This is an optimization exercise on Yosys and OpenROAD, whose aim is a short achievable clock period, not a production implementation.
Where RTL was checked, it was by simulation tests only, not by an equivalence proof against the original.
For run 2, only the layout was checked, not whether the RTL still works.
Power is estimated from default activity; no workload was simulated.

$ cat design/flow/design.v
`timescale 1ns / 1ps
module KSAdd(a, b, cin, s, co);
parameter N = 16;
input [N-1:0] a, b;
input cin;
output [N-1:0] s;
output co;
localparam L = (N < 2) ? 1 : (N < 4) ? 2 : (N < 8) ? 3 : (N < 16) ? 4 : (N < 32) ? 5 : 6;
wire [N-1:0] p = a ^ b;
wire [N:0] g [0:L];
wire [N:0] q [0:L];
assign g[0] = {a & b, cin};
assign q[0] = {p, 1'b0};
genvar k, i;
generate
    for (k = 0; k < L; k = k + 1) begin : g_lvl
        for (i = 0; i <= N; i = i + 1) begin : g_pos
            if (i >= (1 << k)) begin : g_cmb
                assign g[k+1][i] = g[k][i] | (q[k][i] & g[k][i - (1 << k)]);
                assign q[k+1][i] = q[k][i] & q[k][i - (1 << k)];
            end else begin : g_cpy
                assign g[k+1][i] = g[k][i];
                assign q[k+1][i] = q[k][i];
            end
        end
    end
endgenerate
assign s = p ^ g[L][N-1:0];
assign co = g[L][N];
endmodule
module ALU(A, B, ALU_ctrl, kill, yc, al, sl, ah0, ah1, sh0, sh1,
           s_al, s_sl, s_ah0, s_ah1, s_sh0, s_sh1,
           shl, shr, sl0, sl1, sr0, sr1, cs, ch0, ch1, kc, x1, x0);
input [31:0] A, B;
input [5:0] ALU_ctrl;
input kill;
output [31:0] yc;
output [15:0] al, sl, ah0, ah1, sh0, sh1;
output s_al, s_sl, s_ah0, s_ah1, s_sh0, s_sh1;
output [31:0] shl, shr;
output sl0, sl1, sr0, sr1;
output cs, ch0, ch1, kc, x1, x0;
wire [18:0] o;
genvar n;
generate
    for (n = 0; n < 19; n = n + 1) begin : g_dec
        assign o[n] = ~kill & (ALU_ctrl == n);
    end
endgenerate
wire [31:0] nB = ~B;
wire add_c, add_c0, add_c1, sub_c1;
KSAdd #(16) u_al(.a(A[15:0]), .b(B[15:0]), .cin(1'b0), .s(al), .co(add_c));
KSAdd #(16) u_sl(.a(A[15:0]), .b(nB[15:0]), .cin(1'b1), .s(sl), .co(cs));
KSAdd #(16) u_ah0(.a(A[31:16]), .b(B[31:16]), .cin(1'b0), .s(ah0), .co(add_c0));
KSAdd #(16) u_ah1(.a(A[31:16]), .b(B[31:16]), .cin(1'b1), .s(ah1), .co(add_c1));
KSAdd #(16) u_sh0(.a(A[31:16]), .b(nB[31:16]), .cin(1'b0), .s(sh0), .co(ch0));
KSAdd #(16) u_sh1(.a(A[31:16]), .b(nB[31:16]), .cin(1'b1), .s(sh1), .co(ch1));
assign s_al = o[1];
assign s_sl = o[2];
assign s_ah0 = o[1] & ~add_c;
assign s_ah1 = o[1] & add_c;
assign s_sh0 = o[2] & ~cs;
assign s_sh1 = o[2] & cs;
assign yc = {32{o[3]}} & (A & B)
          | {32{o[4]}} & (A | B)
          | {32{o[5]}} & (A ^ B)
          | {32{o[9]}} & {A[30:0], A[31]}
          | {32{o[10]}} & {A[0], A[31:1]}
          | {32{o[14]}} & 32'hFFFFFFFE;
wire eq = (A == B);
wire sd = A[31] ^ B[31];
wire s_ugt = o[11] | o[15] | (o[12] & ~sd);
wire s_nugt = o[14] | o[18] | (o[13] & ~sd);
assign kc = (o[12] & sd & B[31]) | (o[13] & sd & ~B[31]) | (s_nugt & eq);
assign x1 = (s_ugt & ~eq) | o[17];
assign x0 = s_nugt | o[16];
wire big = |B[31:5];
assign shl = A << B[3:0];
assign shr = A >> B[3:0];
assign sl0 = o[6] & ~big & ~B[4];
assign sl1 = o[6] & ~big & B[4];
assign sr0 = (o[7] | o[8]) & ~big & ~B[4];
assign sr1 = (o[7] | o[8]) & ~big & B[4];
endmodule
module ALU_fin(yc, al, sl, ah0, ah1, sh0, sh1, s_al, s_sl, s_ah0, s_ah1, s_sh0, s_sh1,
               shl, shr, sl0, sl1, sr0, sr1, cs, ch0, ch1, kc, x1, x0, Y);
input [31:0] yc;
input [15:0] al, sl, ah0, ah1, sh0, sh1;
input s_al, s_sl, s_ah0, s_ah1, s_sh0, s_sh1;
input [31:0] shl, shr;
input sl0, sl1, sr0, sr1;
input cs, ch0, ch1, kc, x1, x0;
output [31:0] Y;
wire ge = cs ? ch1 : ch0;
wire cmp = kc | (ge ? x1 : x0);
wire [31:0] ysh = {32{sl0}} & shl | {32{sl1}} & {shl[15:0], 16'd0}
                | {32{sr0}} & shr | {32{sr1}} & {16'd0, shr[31:16]};
wire [15:0] yadd_l = {16{s_al}} & al | {16{s_sl}} & sl;
wire [15:0] yadd_h = {16{s_ah0}} & ah0 | {16{s_ah1}} & ah1
                   | {16{s_sh0}} & sh0 | {16{s_sh1}} & sh1;
assign Y = yc | ysh | {yadd_h, yadd_l[15:1], yadd_l[0] | cmp};
endmodule
`timescale 1ns / 1ps
module Reg_File(sel, data, dout);
parameter N = 32;
parameter W = 32;
input [N-1:0] sel;
input [N*W-1:0] data;
output [W-1:0] dout;
genvar b, j;
generate
    for (b = 0; b < W; b = b + 1) begin : g_bit
        wire [N-1:0] t;
        for (j = 0; j < N; j = j + 1) begin : g_term
            assign t[j] = sel[j] & data[W*j + b];
        end
        assign dout[b] = |t;
    end
endgenerate
endmodule
`timescale 1ns / 1ps
module R_triadic(P, OUT, temp, clk, rst, p5);
input clk, rst, p5;
input [3:0] P;
input [7:0] temp;
output [15:0] OUT;
reg [31:0] IR;
reg [31:0] rd_oh, nrd, rs1_nf, rs2_nf, m2, m3;
reg f_a, f_b, e_a2, e_a3;
reg [31:0] RFile [31:0];
reg [31:0] yc;
reg [15:0] al, sl, ah0, ah1, sh0, sh1;
reg s_al, s_sl, s_ah0, s_ah1, s_sh0, s_sh1;
reg [31:0] shl, shr;
reg sl0, sl1, sr0, sr1;
reg cs, ch0, ch1, kc, x1, x0;
wire [31:0] Y, Yo;
ALU_fin fin_y(.yc(yc), .al(al), .sl(sl), .ah0(ah0), .ah1(ah1), .sh0(sh0), .sh1(sh1),
              .s_al(s_al), .s_sl(s_sl), .s_ah0(s_ah0), .s_ah1(s_ah1), .s_sh0(s_sh0), .s_sh1(s_sh1),
              .shl(shl), .shr(shr), .sl0(sl0), .sl1(sl1), .sr0(sr0), .sr1(sr1),
              .cs(cs), .ch0(ch0), .ch1(ch1), .kc(kc), .x1(x1), .x0(x0), .Y(Y));
ALU_fin fin_o(.yc(yc), .al(al), .sl(sl), .ah0(ah0), .ah1(ah1), .sh0(sh0), .sh1(sh1),
              .s_al(s_al), .s_sl(s_sl), .s_ah0(s_ah0), .s_ah1(s_ah1), .s_sh0(s_sh0), .s_sh1(s_sh1),
              .shl(shl), .shr(shr), .sl0(sl0), .sl1(sl1), .sr0(sr0), .sr1(sr1),
              .cs(cs), .ch0(ch0), .ch1(ch1), .kc(kc), .x1(x1), .x0(x0), .Y(Yo));
assign OUT = p5 ? Yo[15:0] : Yo[31:16];
reg [31:0] IR_n;
always @* begin
    IR_n = IR;
    if (rst)
        IR_n = 32'd0;
    else if (P[0])
        IR_n[7:0] = temp;
    else if (P[1])
        IR_n[15:8] = temp;
    else if (P[2])
        IR_n[23:16] = temp;
    else if (P[3])
        IR_n[31:24] = temp;
end
wire [1023:0] Rc;
genvar j;
generate
    for (j = 0; j < 32; j = j + 1) begin : g_rf
        assign Rc[32*j +: 32] = RFile[j];
        always @(posedge clk) begin
            if (rst)
                RFile[j] <= j;
            else if (rd_oh[j])
                RFile[j] <= Y;
        end
    end
endgenerate
wire ld2 = ~P[0] & ~P[1] & P[2];
wire ld3 = ~P[0] & ~P[1] & ~P[2] & P[3];
wire ldn = ~ld2 & ~ld3;
wire [31:0] g32 = {32{ld2}} & (32'd1 << temp[4:0]);
wire [7:0] g8 = {8{ld2}} & (8'd1 << temp[7:5]);
wire [3:0] g4 = {4{ld3}} & (4'd1 << temp[1:0]);
wire fwd_a = ldn & f_a | ld2 & e_a2 & (temp[7:5] == IR[13:11])
           | ld3 & e_a3 & (temp[1:0] == IR[15:14]);
wire fwd_b = ~ld2 & f_b | ld2 & (temp[4:0] == IR[15:11]);
wire [31:0] sel_a, sel_b;
generate
    for (j = 0; j < 32; j = j + 1) begin : g_sel
        assign sel_a[j] = (ldn & rs1_nf[j]) | (g8[j % 8] & m2[j]) | (g4[j / 8] & m3[j]);
        assign sel_b[j] = (~ld2 & rs2_nf[j]) | (g32[j] & nrd[j]);
    end
endgenerate
wire [31:0] A_n, B_n;
Reg_File #(33, 32) rd_a(.sel({fwd_a, sel_a}), .data({Y, Rc}), .dout(A_n));
Reg_File #(33, 32) rd_b(.sel({fwd_b, sel_b}), .data({Y, Rc}), .dout(B_n));
wire [5:0] op_n = P[0] ? temp[5:0] : IR[5:0];
wire [31:0] yc_n, shl_n, shr_n;
wire [15:0] al_n, sl_n, ah0_n, ah1_n, sh0_n, sh1_n;
wire s_al_n, s_sl_n, s_ah0_n, s_ah1_n, s_sh0_n, s_sh1_n;
wire sl0_n, sl1_n, sr0_n, sr1_n, cs_n, ch0_n, ch1_n, kc_n, x1_n, x0_n;
ALU Alu(.A(A_n), .B(B_n), .ALU_ctrl(op_n), .kill(rst),
        .yc(yc_n), .al(al_n), .sl(sl_n), .ah0(ah0_n), .ah1(ah1_n), .sh0(sh0_n), .sh1(sh1_n),
        .s_al(s_al_n), .s_sl(s_sl_n), .s_ah0(s_ah0_n), .s_ah1(s_ah1_n),
        .s_sh0(s_sh0_n), .s_sh1(s_sh1_n),
        .shl(shl_n), .shr(shr_n), .sl0(sl0_n), .sl1(sl1_n), .sr0(sr0_n), .sr1(sr1_n),
        .cs(cs_n), .ch0(ch0_n), .ch1(ch1_n), .kc(kc_n), .x1(x1_n), .x0(x0_n));
generate
    for (j = 0; j < 32; j = j + 1) begin : g_oh
        always @(posedge clk) begin
            rd_oh[j] <= (IR_n[15:11] == j);
            nrd[j] <= (IR_n[15:11] != j);
            rs1_nf[j] <= (IR_n[25:21] == j) & (IR_n[15:11] != j);
            rs2_nf[j] <= (IR_n[20:16] == j) & (IR_n[15:11] != j);
            m2[j] <= (IR_n[25:24] == j / 8) & (IR_n[15:11] != j);
            m3[j] <= (IR_n[23:21] == j % 8) & (IR_n[15:11] != j);
        end
    end
endgenerate
always @(posedge clk) begin
    IR <= IR_n;
    f_a <= (IR_n[25:21] == IR_n[15:11]);
    f_b <= (IR_n[20:16] == IR_n[15:11]);
    e_a2 <= (IR_n[25:24] == IR_n[15:14]);
    e_a3 <= (IR_n[23:21] == IR_n[13:11]);
    yc <= yc_n;
    al <= al_n;
    sl <= sl_n;
    ah0 <= ah0_n;
    ah1 <= ah1_n;
    sh0 <= sh0_n;
    sh1 <= sh1_n;
    s_al <= s_al_n;
    s_sl <= s_sl_n;
    s_ah0 <= s_ah0_n;
    s_ah1 <= s_ah1_n;
    s_sh0 <= s_sh0_n;
    s_sh1 <= s_sh1_n;
    shl <= shl_n;
    shr <= shr_n;
    sl0 <= sl0_n;
    sl1 <= sl1_n;
    sr0 <= sr0_n;
    sr1 <= sr1_n;
    cs <= cs_n;
    ch0 <= ch0_n;
    ch1 <= ch1_n;
    kc <= kc_n;
    x1 <= x1_n;
    x0 <= x0_n;
end
endmodule
$ cat design/flow/run.sh
#!/bin/bash
# synth_recipe.tcl (not shown) runs the flow's synth.tcl, then flattens the netlist and writes it again
# the make line also repeats each setting of config.mk as NAME=value (left out here)
make -C /OpenROAD-flow-scripts/flow DESIGN_CONFIG=/design/flow/config.mk WORK_HOME=/design/flow/orfs CLKGATE_MAP_FILE= SYNTH_SCRIPT=/design/flow/synth_recipe.tcl finish
$ cat design/flow/config.mk
export PLATFORM = sky130hd
export DESIGN_NAME = R_triadic
export DESIGN_NICKNAME = R_triadic
export VERILOG_FILES = /design/flow/design.v
export SDC_FILE = /design/flow/constraint.sdc
export NUM_CORES = 4
export LEC_CHECK = 0
export ABC_CLOCK_PERIOD_IN_PS = 100
export CAP_MARGIN = 20
export CORE_MARGIN = 2
export CORE_UTILIZATION = 30
export PLACE_DENSITY = 0.45
export SETUP_SLACK_MARGIN = 5
export SLEW_MARGIN = 20
export SYNTH_HIERARCHICAL = 1
$ cat design/flow/constraint.sdc
create_clock -name core_clock -period 9.0 [get_ports {clk}]
set_input_delay 1.8000 -clock core_clock [delete_from_list [all_inputs] [get_ports {clk}]]
set_output_delay 1.8000 -clock core_clock [all_outputs]
set_load 0.01 [all_outputs]
==> summary.md, run 1 <==
| Metric | Value |
|---|---|
| Final nets | `8417` |
| Top cell by count, worst path | `buf_6` |
| Clock Tree Buf Depth | `3` |
| WS Path Type | `in -> reg` |
| Layout cell share with drive strength beyond 1 | `0.2845` |
| Via count | `72870` |
| Combinational fraction of design power | `0.175` |
| Worst Hold End | `RFile[31][3]` |
| Post-Place Cells | `10530` |
| Slew Limit Fails | `0` |
| Peak Freq | `166.3 MHz` |
| I/O pin total | `31` |
| Required @ worst endpoint | `9.75 ns` |
| CTS tree | `built` |
| Global-route usage over all layers | `0.3398` |
| Switching Fraction | `0.3018` |
| Commonest non-fill, non-tap cell in the layout | `dfxtp_1` |
| Number of global-route vias before repair | `67070` |
| Final WL | `431500 um` |
| Initial antenna violation count | `28` |
| Avg Cell Area, Syn | `9.307 um^2` |
| DRT antenna net count | `0` |
| Setup_tns | `0 ns` |
| Placeable Area | `238100 um^2` |
| # DRC | `0` |
| Final Cycle Share | `0.6682` |
| Fin cells | `11560` |
| CTS root buf | `clkbuf_16` |
| Arr. time, crit path | `6.77 ns` |
| Clock slew at reported path FFs | `0.06 ns` |
| Wirelength per Cell | `37.32 um` |
| Die area | `243600 um^2` |
| Busiest metal layer after global routing | `met2` |
| H-Tree Depth | `4` |
| Mapped Cells | `7726` |
| Synth-to-layout area growth | `34.13%` |
| WHS Path Cells | `2` |
| Worst Clk Skew | `0.07031 ns` |
| Site Rows | `179` |
| Worst Path Max Fanout | `7` |
| Most frequent cells in the layout | `dfxtp_1 (1412), nor2_1 (1088), mux2i_1 (1074)` |
| Gpl congestion | `0.9210` |
| Clock latency (worst-skew pair) | `0.89 ns` |
| Element type at the critical path start | `primary input` |
| Worst Hold Launch | `RFile[31][3]` |
| Worst-case reg-to-reg path depth | `16` |
| CP max stage delay | `0.43 ns` |
| Num CTS Buffers | `167` |
| Final setup fails | `0` |
| R2R setup slack | `3.95 ns` |
| PwrDens | `180.5 nW/um^2` |
| Post-Syn Area | `71900 um^2` |
| Relative slew slack | `0.1214` |
| Hold WS | `0.5050 ns` |
| Overflow after GRT | `0` |
| Met2 usage | `0.5034` |
| Vias per inst | `6.302` |
| First DRT Iteration DRCs | `10890` |
| CTS Hold Bufs | `0` |
| Final hold vios | `0` |
| Port Buffer Count | `30` |
| Util after Layout | `0.4051` |
| Worst r2r dst | `ah1[12]` |
| Largest net degree at the start of global routing | `226` |
| Worst r2r src | `sl1` |
| Starting Density | `0.3020` |
| Dpl ws | `0.4801 ns` |
| Chip height | `493.6 um` |
| Flop pwr share | `0.403` |
| Slowest-stage cell, CP | `nand4_1` |
| Lkg Pwr | `34.25 nW` |
| Final critical-path required period | `6.013 ns` |
| GR Util met3 | `0.1110` |
| Outcome | `finished clean` |
| Internal power | `12.16 mW` |
| IR drop worst, VDD | `193.8 uV` |
| Clock sink count | `1449` |
| Sw power | `5.255 mW` |
| Slew at the pin closest to its max-slew limit | `1.318 ns` |
| Final WS setup | `2.987 ns` |
| DP HPWL | `242200 um` |
| RSZ-0062 raised after global routing | `true` |
| Max-cap violation count | `0` |
| Drt pass-1 iters | `10` |
| Chip Width | `493.6 um` |
| First-pass GRT wire length | `577200 um` |
| Synth warnings | `9` |
| Clock power share | `0.422` |
| Setup crit end kind | `flip-flop` |
| M1 GR Usage | `0.4061` |
| Hold Path Class | `reg -> reg` |
[critical path: cells and delay by family]
| family | cells | cell delay [ns] |
|---|---|---|
| AND/OR/NAND/NOR | 8 | 2.02 |
| adder cells (fa/ha/maj) | 1 | 0.20 |
| AO/OA/AOI/OAI | 3 | 0.67 |
| buffers and inverters | 15 | 2.03 |
[what timing repair did]
action,CTS,global route
pin swaps,355,253
buffers inserted,515,140
resized for setup,1040,348
gates cloned,43,2
endpoints found under the setup margin,379,443
[through the flow]
step / area (um^2) / power, mW
finish: 96440 / 17.41
detailed placement: 77480 / 9.206
CTS: 93490 / 17.09
global placement: 77470 / 9.214
floorplan: 73960 / 8.288
global route: 96400 / 17.76
[final cells by class]
cell class | count | area, um^2
clock buffers | 241 | 4902
repair inverters | 1 | 20.02
flip-flops and latches | 1449 | 29130
repair buffers | 1019 | 11150
well taps | 3167 | 3963
multi-input cells | 5480 | 45710
clock inverters | 73 | 894.6
inverters | 117 | 625.6
fillers | 23000 | 141600
diodes | 17 | 42.54
[layer usage]
metal | vias up | share of wire
li1 | 29850 | -
met1 | 36190 | 0.37
met2 | 5186 | 0.42
met3 | 1637 | 0.11
met4 | 14 | 0.095
met5 | - | 0.00022
[power by group through the flow]
stage | registers [mW] | logic (mW) | clock network (mW)
final | 7.01 | 3.05 | 7.35
after global routing | 7.01 | 3.11 | 7.64
after CTS | 6.99 | 2.72 | 7.38
after detailed placement | 7.12 | 2.09 | 0
after global placement | 7.12 | 2.09 | 0
after floorplan | 6.92 | 1.37 | 0
[state kept, by name, summed over array words and instances (netlist names), 21 cells and up]
register and cells:
IR 21, RFile 1024, m2 32, m3 32, nrd 32, rd_oh 32, rs1_nf 32, rs2_nf 32
shl 32, shr 32, yc 32
[how the worst max path moves through the flow]
stage                     start  endpoint  slack (ns)  cells past startpoint
after global placement     P[1]   ah0[13]        0.63                     19
after global routing       P[0]   ah0[13]        2.98                     25
after floorplan            P[1]    sl[13]        3.31                     20
final                      P[0]        x1        2.99                     27
after detailed placement   P[1]   ah0[13]        0.48                     19
after CTS                  P[0]   sh1[13]        3.16                     23
==> run 2, diff against run 1 <==
==> design/flow/design.v (replaced) <==
`timescale 1ns / 1ps
module ALU(A, B, ALU_ctrl, Y);
input [31:0]A, B;
input [5:0]ALU_ctrl;
output reg [31:0]Y;
reg signed [31:0] AA, BB;
always@* begin
    AA = A; BB = B;
    case(ALU_ctrl)
        1:  Y = A + B;               
        2:  Y = A - B;               
        3:  Y = A & B;               
        4:  Y = A | B;               
        5:  Y = A ^ B;               
        6:  Y = A << B;      
        7:  Y = A >> B;     
        8:  Y = A >>> B;    
        9:  Y = {A[30:0],A[31]};     
        10: Y = {A[0], A[31:1]};     
        11: Y = (A[31])? ( (B[31])? (A>B): 1) : ( (B[31])? 0: (A>B) );           
        12: Y = (AA>BB)? 1:0;                                                    
        13: Y = (AA<=BB)? 1:0;                                                   
        14: Y = ~( (A[31])? ( (B[31])? (A>B): 1) : ( (B[31])? 0: (A>B) ) );      
        15:  Y = (A>B)? 1:0;         
        16:  Y = (A<B)? 1:0;         
        17:  Y = (A>=B)? 1:0;        
        18:  Y = (A<=B)? 1:0;        
        default: Y = 32'd0;
    endcase
end
endmodule
`timescale 1ns / 1ps
module Reg_File(WE, RD, RS1, RS2, Din, Dout_1, Dout_2, clk, rst);
input WE;
input clk;
input rst;
input[4:0] RD, RS1, RS2;
input [31:0]Din;
output [31:0] Dout_1, Dout_2;
reg [31:0] RFile[31:0];
integer i;
    assign Dout_1 = RFile[RS1];
    assign Dout_2 = RFile[RS2];
    always@(posedge clk)
    begin
        if(rst == 1'b1)
            begin
                for (i = 0; i < 32; i = i + 1)
                    RFile[i] <= i;
            end
        else if(WE == 1'b1)
            begin
                RFile[RD] <= Din;
            end
    end
endmodule
`timescale 1ns / 1ps
module R_triadic(P, OUT, temp, clk, rst, p5);
input clk,rst,p5;
input[3:0]P;
reg [31:0] IR;
output reg [15:0] OUT;
 wire [31:0]Y;
input [7:0]temp;
wire [31:0] dout1, dout2;
always @(posedge clk)
    begin
    if (rst) begin
        IR <= 32'd0;
    end
    else if (P[0]) begin
        IR[7:0] <= temp;
    end
    else if (P[1]) begin
        IR[15:8] <= temp;
    end
    else if (P[2]) begin
        IR[23:16] <= temp;
    end
    else if (P[3]) begin
        IR[31:24] <= temp;
    end
    end
always @*
    begin
    if (p5) begin
      OUT = Y[15:0];
      end
    else begin
      OUT = Y[31:16];
    end
    end
Reg_File reg_32_32( .WE(1'b1),.RD(IR[15:11]), .RS1(IR[25:21]), .RS2(IR[20:16]), .Dout_1(dout1), .Dout_2(dout2), .clk(clk), .rst(rst), .Din(Y) );
ALU Alu(.A(dout1),  .B(dout2), .ALU_ctrl(IR[5:0]), .Y(Y) );
endmodule
==> design/flow/config.mk (replaced) <==
export PLATFORM = sky130hd
export DESIGN_NAME = R_triadic
export DESIGN_NICKNAME = R_triadic
export VERILOG_FILES = /design/flow/design.v
export SDC_FILE = /design/flow/constraint.sdc
export NUM_CORES = 4
export LEC_CHECK = 0
export CAP_MARGIN = 20
export CORE_MARGIN = 2
export CORE_UTILIZATION = 40
export SLEW_MARGIN = 20
==> summary.md, run 2 <==
| Metric | Value |
|---|---|
| Top delay family on crit path | `buffers and inverters` |
| DRT antenna net count | `0` |
| CP Cell Sequence | `buf_16 -> buf_4 -> nor2_1 -> buf_4 -> nand3_1 -> nand4_1 -> buf_4 -> ha_1 -> inv_1 -> fa_1 -> nor3b_1 -> o31ai_2 -> a31oi_1 -> nor3_1 -> o21ai_1 -> buf_4 -> a21oi_1 -> o21a_1 -> mux2_2 -> a211o_1 -> a2111oi_4 -> buf_4 -> mux2i_1 -> clkdlybuf4s50_1` |
| Post-Syn Area | `62600 um^2` |
| Global-route usage over all layers | `0.3550` |
| Outcome | `finished clean` |
| Required @ worst endpoint | `7.20 ns` |
| Top cell by count, worst path | `buf_4` |
| # DRC | `0` |
| Synth-to-layout area growth | `13.34%` |
| Worst Clk Skew | `0.07849 ns` |
| Slew at the pin closest to its max-slew limit | `1.149 ns` |
| Mapped Cells | `5425` |
| CTS Hold Bufs | `0` |
| Lkg Pwr | `23.51 nW` |
| WS Path Type | `reg -> out` |
| WHS Path Cells | `2` |
| Final setup fails | `0` |
| Final Cycle Share | `0.9883` |
| Asr flop ratio synth | `0` |
| Via count | `52440` |
| Initial antenna violation count | `12` |
| Peak Freq | `112.4 MHz` |
| Final nets | `5561` |
| Max-cap violation count | `0` |
| Drt pass-1 iters | `9` |
| Largest net degree at the start of global routing | `67` |
| H-Tree Depth | `3` |
| IR drop worst, VDD | `187.5 uV` |
| Top reg by flops | `reg_32_32.RFile` |
| Element type at the critical path start | `flip-flop` |
| I/O pin total | `31` |
| Number of synthesized flops with an enable pin | `1024` |
| Dominant cell type by area after synthesis | `edfxtp_1` |
| Dpl ws | `0.2573 ns` |
| PwrDens | `217.3 nW/um^2` |
| Clock slew at reported path FFs | `0.06 ns` |
| FF+latch count, synth | `1050` |
| Clock latency (worst-skew pair) | `0.81 ns` |
| Gpl congestion | `0.9791` |
| CTS root buf | `clkbuf_16` |
| Placeable Area | `155800 um^2` |
| Hold WS | `0.5180 ns` |
| Port Buffer Count | `30` |
| Most frequent cells in the layout | `nor2_1 (1113), edfxtp_1 (1024), mux2i_1 (676)` |
| Starting Density | `0.4017` |
| Chip Width | `399.6 um` |
| RSZ-0062 raised after global routing | `false` |
| PnR Total Power | `15.42 mW` |
| Vias per inst | `6.898` |
| CTS tree | `built` |
| Die area | `159700 um^2` |
| Setup_tns | `0 ns` |
| Chip height | `399.6 um` |
| Library cells used by synthesis | `88` |
| Final WS setup | `0.1049 ns` |
| Predominant post-synthesis flop cell | `edfxtp_1` |
| Number of global-route vias before repair | `49940` |
| Final critical-path required period | `8.895 ns` |
| CP Depth | `24` |
| First DRT Iteration DRCs | `9371` |
| Synth warnings | `3` |
| Avg Cell Area, Syn | `11.54 um^2` |
| Slowest-stage cell, CP | `clkdlybuf4s50_1` |
| Final WL | `289900 um` |
| Hold Path Class | `reg -> reg` |
| First-pass GRT wire length | `395900 um` |
| Final hold vios | `0` |
| Worst-case reg-to-reg path depth | `24` |
| Clock sink count | `1050` |
| Most numerous cell in the Yosys netlist | `nor2_1` |
| Max FFs per register | `1024` |
| Overflow after GRT | `0` |
| DP HPWL | `187500 um` |
| Top cells by instance count after synthesis | `nor2_1 (1134), edfxtp_1 (1024), mux2i_1 (676)` |
| Synth top area share | `0.4912` |
| Arr. time, crit path | `7.10 ns` |
| WP buf/inv | `8` |
| Relative slew slack | `0.2343` |
| Num CTS Buffers | `114` |
| Slew Limit Fails | `0` |
| Site Rows | `145` |
| CP max stage delay | `0.54 ns` |
| Largest cells by area after synthesis | `edfxtp_1 (49%), mux2i_1 (11%), mux4_2 (9.3%)` |
| Sequential share of the synthesized area | `0.4995` |
| Worst Path Max Fanout | `12` |
| Commonest non-fill, non-tap cell in the layout | `nor2_1` |
| Clock Tree Buf Depth | `3` |
| Layout cell share with drive strength beyond 1 | `0.1854` |
| Setup crit end kind | `output pin` |
| Wirelength per Cell | `38.13 um` |
-- run 2: stage by stage --
stage	instance area [um^2]	std cells	util
6_report	70950	7603	0.4553
5_1_grt	70940	7598	0.4552
4_1_cts	70490	7565	0.4523
3_5_place_dp	66590	7340	0.4273
3_3_place_gp	66590	7340	0.4273
2_1_floorplan	62600	5425	-
-- run 2: area by class of cell --
| class | count | area [um^2] |
|---|---|---|
| sequential | 1050 | 31300 |
| clock inverter | 60 | 651.9 |
| tap | 2058 | 2575 |
| inverter | 94 | 352.8 |
| clock buffer | 150 | 2998 |
| multi-input combinational | 3767 | 29370 |
| antenna | 5 | 12.51 |
| fill | 14110 | 84890 |
| timing repair buffer | 419 | 3694 |
-- run 2: worst register-to-register path, stage by stage (launching register included) --
cell and delay (ns):
dfxtp_4 0.45, buf_16 0.21, buf_4 0.22, nor2_1 0.51
buf_4 0.27, nand3_1 0.10, nand4_1 0.12, buf_4 0.21
ha_1 0.20, inv_1 0.06, fa_1 0.46, nor3b_1 0.18
o31ai_2 0.31, a31oi_1 0.18, nor3_1 0.21, o21ai_1 0.15
buf_4 0.18, a21oi_1 0.23, o21a_1 0.21, mux2_2 0.35
a211o_1 0.30, a2111oi_4 0.31, buf_4 0.20, buf_4 0.41
nand3_1 0.18
-- run 2: cell families after synthesis --
logic type	count (synthesis)	share of synthesized area
xor+xnor	8	0.001119
mux	973	0.2081
compound gates	903	0.1044
flops	1050	0.4995
fa+ha+maj	100	0.02023
buf+inv	608	0.04277
simple gates	1783	0.1239
-- run 2: timing repair --
| action | in CTS | in global routing |
|---|---|---|
| pin swaps | 4 | 7 |
| setup endpoints to repair | 13 | 11 |
| gates resized for setup | 17 | 38 |
| buffers inserted | 15 | 31 |
| cloned | 0 | 2 |
-- run 2: report_power, final --
group | switching (mW) | internal, mW | total [mW]
clock | 2.09 | 2.59 | 4.67
combinational | 3.52 | 1.51 | 5.03
sequential | 0.137 | 5.58 | 5.71
total | 5.74 | 9.68 | 15.4
-- run 2: final timing paths --
path	start	to	slack (ns)
setup / recovery	flip-flop	OUT[0]	0.10
hold / removal	IR[19]	IR[19]	0.52
setup reg to reg	flip-flop	reg_32_32.RFile[3][0]	2.46
hold reg to reg	IR[19]	IR[19]	0.52
-- run 2: layer usage --
layer / track usage / wire length [um] / up-vias
li1: - / - / 20670
met3: 0.1182 / 42480 / 1021
met5: 0 / 103 / -
met2: 0.5108 / 121000 / 4669
met1: 0.4673 / 106100 / 26070
met4: 0.2021 / 20250 / 16

[port drivers added, routing unchanged]
How much do the figures lean on ideal ports? The routed layouts below were timed once more, with nothing changed but the port constraints. Step 1 (the two cells are an assumption about what drives the block):
set clk [get_ports {clk}]
set_driving_cell -lib_cell sky130_fd_sc_hd__clkbuf_16 $clk
set_driving_cell -lib_cell sky130_fd_sc_hd__buf_2 [delete_from_list [all_inputs] $clk]
Step 2 times the ports against the registers' clock, not the clock port: input delays grow and output delays shrink by t, the midpoint of the rising clock arrivals with the driver on. a / b / c = no drivers / after step 1 / after step 2; a / b = the first two.
run | t, ns | setup slack, ns | worst setup path at the end | latest minus earliest clock arrival (ns)
run 1 | 0.952 | 2.987 / 3.055 / 2.103 | input to register | 0.072 / 0.072
run 2 | 0.831 | 0.105 / 0.044 / 0.875 | register to output | 0.079 / 0.079
After both steps setup and hold are still met in every run listed. For run 1, which loses most, drivers alone change the setup slack by +0.068 ns; drivers and shift together by -0.884 ns.
